Source: an optimization exercise on an open RTL-to-GDS flow (aim: small area). Production flows keep margins and buffers that such runs may drop.
In this exercise RTL edits were held to simulation tests only and were not proved equivalent to the original.
No driver is modelled on the clock port, so clock power and skew are understated where the tree is cut down; a real chip needs a root buffer or a tree.
Power and IR drop assume default switching activity.

==> flow/design.v (excerpt) <==
module axi_to_apb_bridge (
    input  logic        clk,
    input  logic        rst_n,
    input  logic [31:0] awaddr,
    input  logic        awvalid,
    output logic        awready,
    input  logic [31:0] wdata,
    input  logic        wvalid,
    output logic        wready,
    output logic        bvalid,
    input  logic        bready,
    output logic        PSEL,
    output logic        PENABLE,
    output logic        PWRITE,
    output logic [31:0] PADDR,
    output logic [31:0] PWDATA
);
Settings: LEC_CHECK=0, CAP_MARGIN=0, CORE_MARGIN=2, CORE_UTILIZATION=80, PLACE_DENSITY=0.9, SLEW_MARGIN=0, SYNTH_HIERARCHICAL=1, SYNTH_MINIMUM_KEEP_SIZE=0; clock period 5.0 ns.
standard.sh (not shown) runs the stock make flow with config.mk's settings and CLKGATE_MAP_FILE= SYNTH_SCRIPT=/design/flow/synth_recipe.tcl, a recipe that flattens the netlist after the stock synthesis.
==> flow/flow/run.sh <==
#!/bin/bash
# Own flow: the standard layout (standard.sh, unchanged synthesis), with
# the port buffers made of the smallest buffer (buf_1) instead of the
# resizer's default choice, and a one-level clock tree built by
# flow/manual_cts.tcl in place of TritonCTS. Each tool's output goes to a log
# in this folder (and ORFS's own per-step logs under orfs/logs).
set -euo pipefail
cd "$(dirname "$0")/.."

export BUFFER_PORTS_ARGS="-buffer_cell sky130_fd_sc_hd__buf_1"
export PRE_CTS_TCL="$PWD/flow/manual_cts.tcl"
export MANUAL_CTS_CLUSTERS=3
export MANUAL_CTS_BUF=sky130_fd_sc_hd__clkbuf_8

bash standard.sh finish > standard_flow.log 2>&1
==> flow/flow/manual_cts.tcl <==

rename clock_tree_synthesis orfs_clock_tree_synthesis

proc clock_tree_synthesis { args } {
  set k $::env(MANUAL_CTS_CLUSTERS)
  set bufname $::env(MANUAL_CTS_BUF)
  set db [ord::get_db]
  set block [ord::get_db_block]
  set clk [$block findNet clk]
  set master [$db findMaster $bufname]

  # clock sinks and their locations
  set sinks {}
  set xs {}
  set ys {}
  foreach it [$clk getITerms] {
    set inst [$it getInst]
    set bb [$inst getBBox]
    lappend sinks $it
    lappend xs [expr { ([$bb xMin] + [$bb xMax]) / 2.0 }]
    lappend ys [expr { ([$bb yMin] + [$bb yMax]) / 2.0 }]
  }
  set n [llength $sinks]
  puts "manual_cts: $n clock sinks, $k clusters of $bufname"

  # k-means, seeded by slicing the sinks sorted by x
  set order [lsort -real -indices $xs]
  set cx {}
  set cy {}
  for { set c 0 } { $c < $k } { incr c } {
    set i [lindex $order [expr { int(($c + 0.5) * $n / $k) }]]
    lappend cx [lindex $xs $i]
    lappend cy [lindex $ys $i]
  }
  set assign [lrepeat $n 0]
  for { set iter 0 } { $iter < 50 } { incr iter } {
    for { set i 0 } { $i < $n } { incr i } {
      set best 0
      set bestd 1e30
      for { set c 0 } { $c < $k } { incr c } {
        set dx [expr { [lindex $xs $i] - [lindex $cx $c] }]
        set dy [expr { [lindex $ys $i] - [lindex $cy $c] }]
        set d [expr { $dx * $dx + $dy * $dy }]
        if { $d < $bestd } {
          set bestd $d
          set best $c
        }
      }
      lset assign $i $best
    }
    for { set c 0 } { $c < $k } { incr c } {
      set sx 0.0
      set sy 0.0
      set m 0
      for { set i 0 } { $i < $n } { incr i } {
        if { [lindex $assign $i] == $c } {
          set sx [expr { $sx + [lindex $xs $i] }]
          set sy [expr { $sy + [lindex $ys $i] }]
          incr m
        }
      }
      if { $m > 0 } {
        lset cx $c [expr { $sx / $m }]
        lset cy $c [expr { $sy / $m }]
      }
    }
  }

  # balanced assignment: nearest centre first, at most ceil(n/k) sinks each
  set cap [expr { ($n + $k - 1) / $k }]
  set pairs {}
  for { set i 0 } { $i < $n } { incr i } {
    for { set c 0 } { $c < $k } { incr c } {
      set dx [expr { [lindex $xs $i] - [lindex $cx $c] }]
      set dy [expr { [lindex $ys $i] - [lindex $cy $c] }]
      lappend pairs [list [expr { $dx * $dx + $dy * $dy }] $i $c]
    }
  }
  set fill [lrepeat $k 0]
  set done [lrepeat $n 0]
  foreach p [lsort -real -index 0 $pairs] {
    lassign $p d i c
    if { [lindex $done $i] || [lindex $fill $c] >= $cap } { continue }
    lset assign $i $c
    lset done $i 1
    lset fill $c [expr { [lindex $fill $c] + 1 }]
  }
  # buffer at the centre of its final cluster
  for { set c 0 } { $c < $k } { incr c } {
    set sx 0.0
    set sy 0.0
    set m 0
    for { set i 0 } { $i < $n } { incr i } {
      if { [lindex $assign $i] == $c } {
        set sx [expr { $sx + [lindex $xs $i] }]
        set sy [expr { $sy + [lindex $ys $i] }]
        incr m
      }
    }
    if { $m > 0 } {
      lset cx $c [expr { $sx / $m }]
      lset cy $c [expr { $sy / $m }]
    }
  }

  for { set c 0 } { $c < $k } { incr c } {
    set inst [odb::dbInst_create $block $master "clkbuf_manual_$c"]
    set w [[$inst getMaster] getWidth]
    set h [[$inst getMaster] getHeight]
    $inst setLocation [expr { int([lindex $cx $c] - $w / 2) }] [expr { int([lindex $cy $c] - $h / 2) }]
    $inst setPlacementStatus PLACED
    set net [odb::dbNet_create $block "clk_leaf_$c"]
    $net setSigType CLOCK
    [$inst findITerm A] connect $clk
    [$inst findITerm X] connect $net
    set m 0
    for { set i 0 } { $i < $n } { incr i } {
      if { [lindex $assign $i] == $c } {
        set it [lindex $sinks $i]
        $it disconnect
        $it connect $net
        incr m
      }
    }
    puts "manual_cts: clkbuf_manual_$c drives $m sinks"
  }
  set_propagated_clock [all_clocks]
}
The first run did not get past global placement with GPL-0301.
Next try:
--- a/flow/flow/run.sh
+++ b/flow/flow/run.sh
@@ -12,3 +12,3 @@
 export MANUAL_CTS_CLUSTERS=3
-export MANUAL_CTS_BUF=sky130_fd_sc_hd__clkbuf_8
+export MANUAL_CTS_BUF=sky130_fd_sc_hd__buf_8
 
- CORE_UTILIZATION: 80 -> 65
- PLACE_DENSITY: 0.9 -> 0.85
=> This time the run completed with no timing, DRC or antenna violations; area after synthesis does not change; synthesized cell count does not change.
Next try:
--- a/flow/flow/run.sh
+++ b/flow/flow/run.sh
@@ -11,4 +11,4 @@
 export PRE_CTS_TCL="$PWD/flow/manual_cts.tcl"
-export MANUAL_CTS_CLUSTERS=3
-export MANUAL_CTS_BUF=sky130_fd_sc_hd__buf_8
+export MANUAL_CTS_CLUSTERS=4
+export MANUAL_CTS_BUF=sky130_fd_sc_hd__clkbuf_8
 
- CORE_UTILIZATION: 65 -> 80
- PLACE_DENSITY: 0.85 -> 0.9
=> The new run ended with an error in global placement. Synthesized area stays the same. Synthesized cell count is unchanged.
Next try:
- CAP_MARGIN: 0 -> 20
- CORE_UTILIZATION: 80 -> 65
- PLACE_DENSITY: 0.9 -> not set
- SLEW_MARGIN: 0 -> 20
The new run went through all stages and came out clean.
Area after synthesis does not change.
Synthesized cell count is unchanged.
The clock cells of the second and fourth runs of this note come from the design's own scripts or RTL, not from TritonCTS.

---

run A:
axi_to_apb_bridge again, from the RTL that the note above started with.
==> flow/config.mk <==
export PLATFORM = sky130hd
export DESIGN_NAME = axi_to_apb_bridge
export DESIGN_NICKNAME = axi_to_apb_bridge
export VERILOG_FILES = /design/flow/design.v
export SDC_FILE = /design/flow/constraint.sdc
export NUM_CORES = 4
export LEC_CHECK = 0
export CAP_MARGIN = 20
export CORE_MARGIN = 2
export CORE_UTILIZATION = 65
export SLEW_MARGIN = 20
export SYNTH_HIERARCHICAL = 1
export SYNTH_MINIMUM_KEEP_SIZE = 0
==> flow/constraint.sdc <==
create_clock -name core_clock -period 5.0 [get_ports {clk}]
set_input_delay 1.0000 -clock core_clock [delete_from_list [all_inputs] [get_ports {clk}]]
set_output_delay 1.0000 -clock core_clock [all_outputs]
set_load 0.01 [all_outputs]
==> flow/flow/run.sh <==
#!/bin/bash
# Own flow: the standard layout (standard.sh, unchanged synthesis), with
# the port buffers made of the smallest buffer (buf_1) instead of the
# resizer's default choice, and a clock tree of small clock buffers without
# dummy loads. Each tool's output goes to a log in this folder (and ORFS's
# own per-step logs under orfs/logs).
set -euo pipefail
cd "$(dirname "$0")/.."

export BUFFER_PORTS_ARGS="-buffer_cell sky130_fd_sc_hd__buf_1"
export CTS_ARGS="-sink_clustering_enable -repair_clock_nets -dont_use_dummy_load -buf_list {sky130_fd_sc_hd__clkbuf_4 sky130_fd_sc_hd__clkbuf_8} -root_buf sky130_fd_sc_hd__clkbuf_4 -sink_clustering_size 10"

bash standard.sh finish > standard_flow.log 2>&1
--- input diff run A..run B ---
diff --git a/flow/flow/run.sh b/flow/flow/run.sh
--- a/flow/flow/run.sh
+++ b/flow/flow/run.sh
@@ -10,2 +10,3 @@
 export BUFFER_PORTS_ARGS="-buffer_cell sky130_fd_sc_hd__buf_1"
+export RECOVER_POWER=100
 export CTS_ARGS="-sink_clustering_enable -repair_clock_nets -dont_use_dummy_load -buf_list {sky130_fd_sc_hd__clkbuf_4 sky130_fd_sc_hd__clkbuf_8} -root_buf sky130_fd_sc_hd__clkbuf_4 -sink_clustering_size 10"
Findings:
From the logs: run B reached the end of the flow and failed the layout checks with max-capacitance violations, max-slew violations. The area of all placed cells without fillers was comparable across run A and run B. The critical path's largest stage delay of run B and that of run A are within noise of each other. Comparing run A and run B, period utilization is higher on run B.
diff inputs: run B => run C
diff --git a/flow/flow/run.sh b/flow/flow/run.sh
--- a/flow/flow/run.sh
+++ b/flow/flow/run.sh
@@ -10,4 +10,3 @@
 export BUFFER_PORTS_ARGS="-buffer_cell sky130_fd_sc_hd__buf_1"
-export RECOVER_POWER=100
-export CTS_ARGS="-sink_clustering_enable -repair_clock_nets -dont_use_dummy_load -buf_list {sky130_fd_sc_hd__clkbuf_4 sky130_fd_sc_hd__clkbuf_8} -root_buf sky130_fd_sc_hd__clkbuf_4 -sink_clustering_size 10"
+export CTS_ARGS="-sink_clustering_enable -repair_clock_nets -dont_use_dummy_load -buf_list {sky130_fd_sc_hd__clkbuf_1} -root_buf sky130_fd_sc_hd__clkbuf_4"
 
## What came out
Comparing run B with run C, the final hold slack came out essentially unchanged. | smallest setup slack after layout | run C vs run B | 0.014 ns higher |. Run C and run B ended up with nearly the same combinational share of power. Run C against run B: total leakage power was more or less identical; clock power barely changed; period utilization fell by 0.28 points; routed wire length moved down. The flow did not stop early for run C: all stages ran, and the layout cleared the timing, DRC and antenna checks. In terms of switching part of the total, run C and run B differ only marginally. From run B to run C the numbers moved as follows: first-pass GRT wire length essentially unchanged, shortest clock period the worst path allows after layout decreased 0.014 ns.
### run C -> run D
diff --git a/flow/flow/run.sh b/flow/flow/run.sh
--- a/flow/flow/run.sh
+++ b/flow/flow/run.sh
@@ -10,3 +10,3 @@
 export BUFFER_PORTS_ARGS="-buffer_cell sky130_fd_sc_hd__buf_1"
-export CTS_ARGS="-sink_clustering_enable -repair_clock_nets -dont_use_dummy_load -buf_list {sky130_fd_sc_hd__clkbuf_1} -root_buf sky130_fd_sc_hd__clkbuf_4"
+export CTS_ARGS="-sink_clustering_enable -repair_clock_nets -dont_use_dummy_load -buf_list {sky130_fd_sc_hd__clkbuf_4 sky130_fd_sc_hd__clkbuf_8} -root_buf sky130_fd_sc_hd__clkbuf_4 -sink_clustering_size 35 -sink_clustering_max_diameter 200 -sink_buffer_max_cap_derate 1.0"
 
--- outcome ---
- There was hardly any difference in cell internal power dissipation between run D and run C.
- Comparing run C against run D, there is no change at all in period utilization.
- As far as hold slack goes, run D and run C are indistinguishable; the numbers are identical.
- Reported for run C and run D, timing-limited maximum frequency turned out identical to the last digit.
- Run D -> run C: global-route met3 utilization delta 0, exact match
- Diff run C..run D | number of buffers inserted by port buffering | unchanged

-- port drivers added, routing unchanged --
No port has a modelled driver above. Below, the same layouts with a new extraction and two added sets of constraints.
Step 1 (the two cells are an assumption about what drives the block):
set clk [get_ports {clk}]
set_driving_cell -lib_cell sky130_fd_sc_hd__clkbuf_16 $clk
set_driving_cell -lib_cell sky130_fd_sc_hd__buf_2 [delete_from_list [all_inputs] $clk]
Step 2, shift: input delay + t, output delay - t, t = (earliest + latest rising clock arrival at the registers) / 2. This alone moves slack from input paths to output paths.
Slacks: no drivers / after step 1 / after step 2; pairs: no drivers / after step 1.
| run | t (ns) | setup WS [ns] | worst hold slack (ns) | worst setup path after step 2 | slew at the worst register clock pin (ns) |
|---|---|---|---|---|---|
| the second run of note 1 | 0.191 | 1.114 / 1.114 / 1.114 | 0.478 / 0.478 / 0.478 | register to register | 0.12 / 0.12 |
| the fourth run of note 1 | 0.216 | 1.079 / 1.079 / 1.079 | 0.479 / 0.479 / 0.479 | register to register | 0.11 / 0.11 |
| run A | 0.411 | 1.094 / 1.094 / 1.094 | 0.460 / 0.459 / 0.475 | register to register | 0.11 / 0.11 |
| run B | 0.412 | 1.080 / 1.080 / 1.080 | 0.458 / 0.458 / 0.477 | register to register | 0.11 / 0.11 |
| run C | 0.411 | 1.094 / 1.094 / 1.094 | 0.460 / 0.459 / 0.475 | register to register | 0.11 / 0.11 |
| run D | 0.411 | 1.094 / 1.094 / 1.094 | 0.460 / 0.459 / 0.475 | register to register | 0.11 / 0.11 |
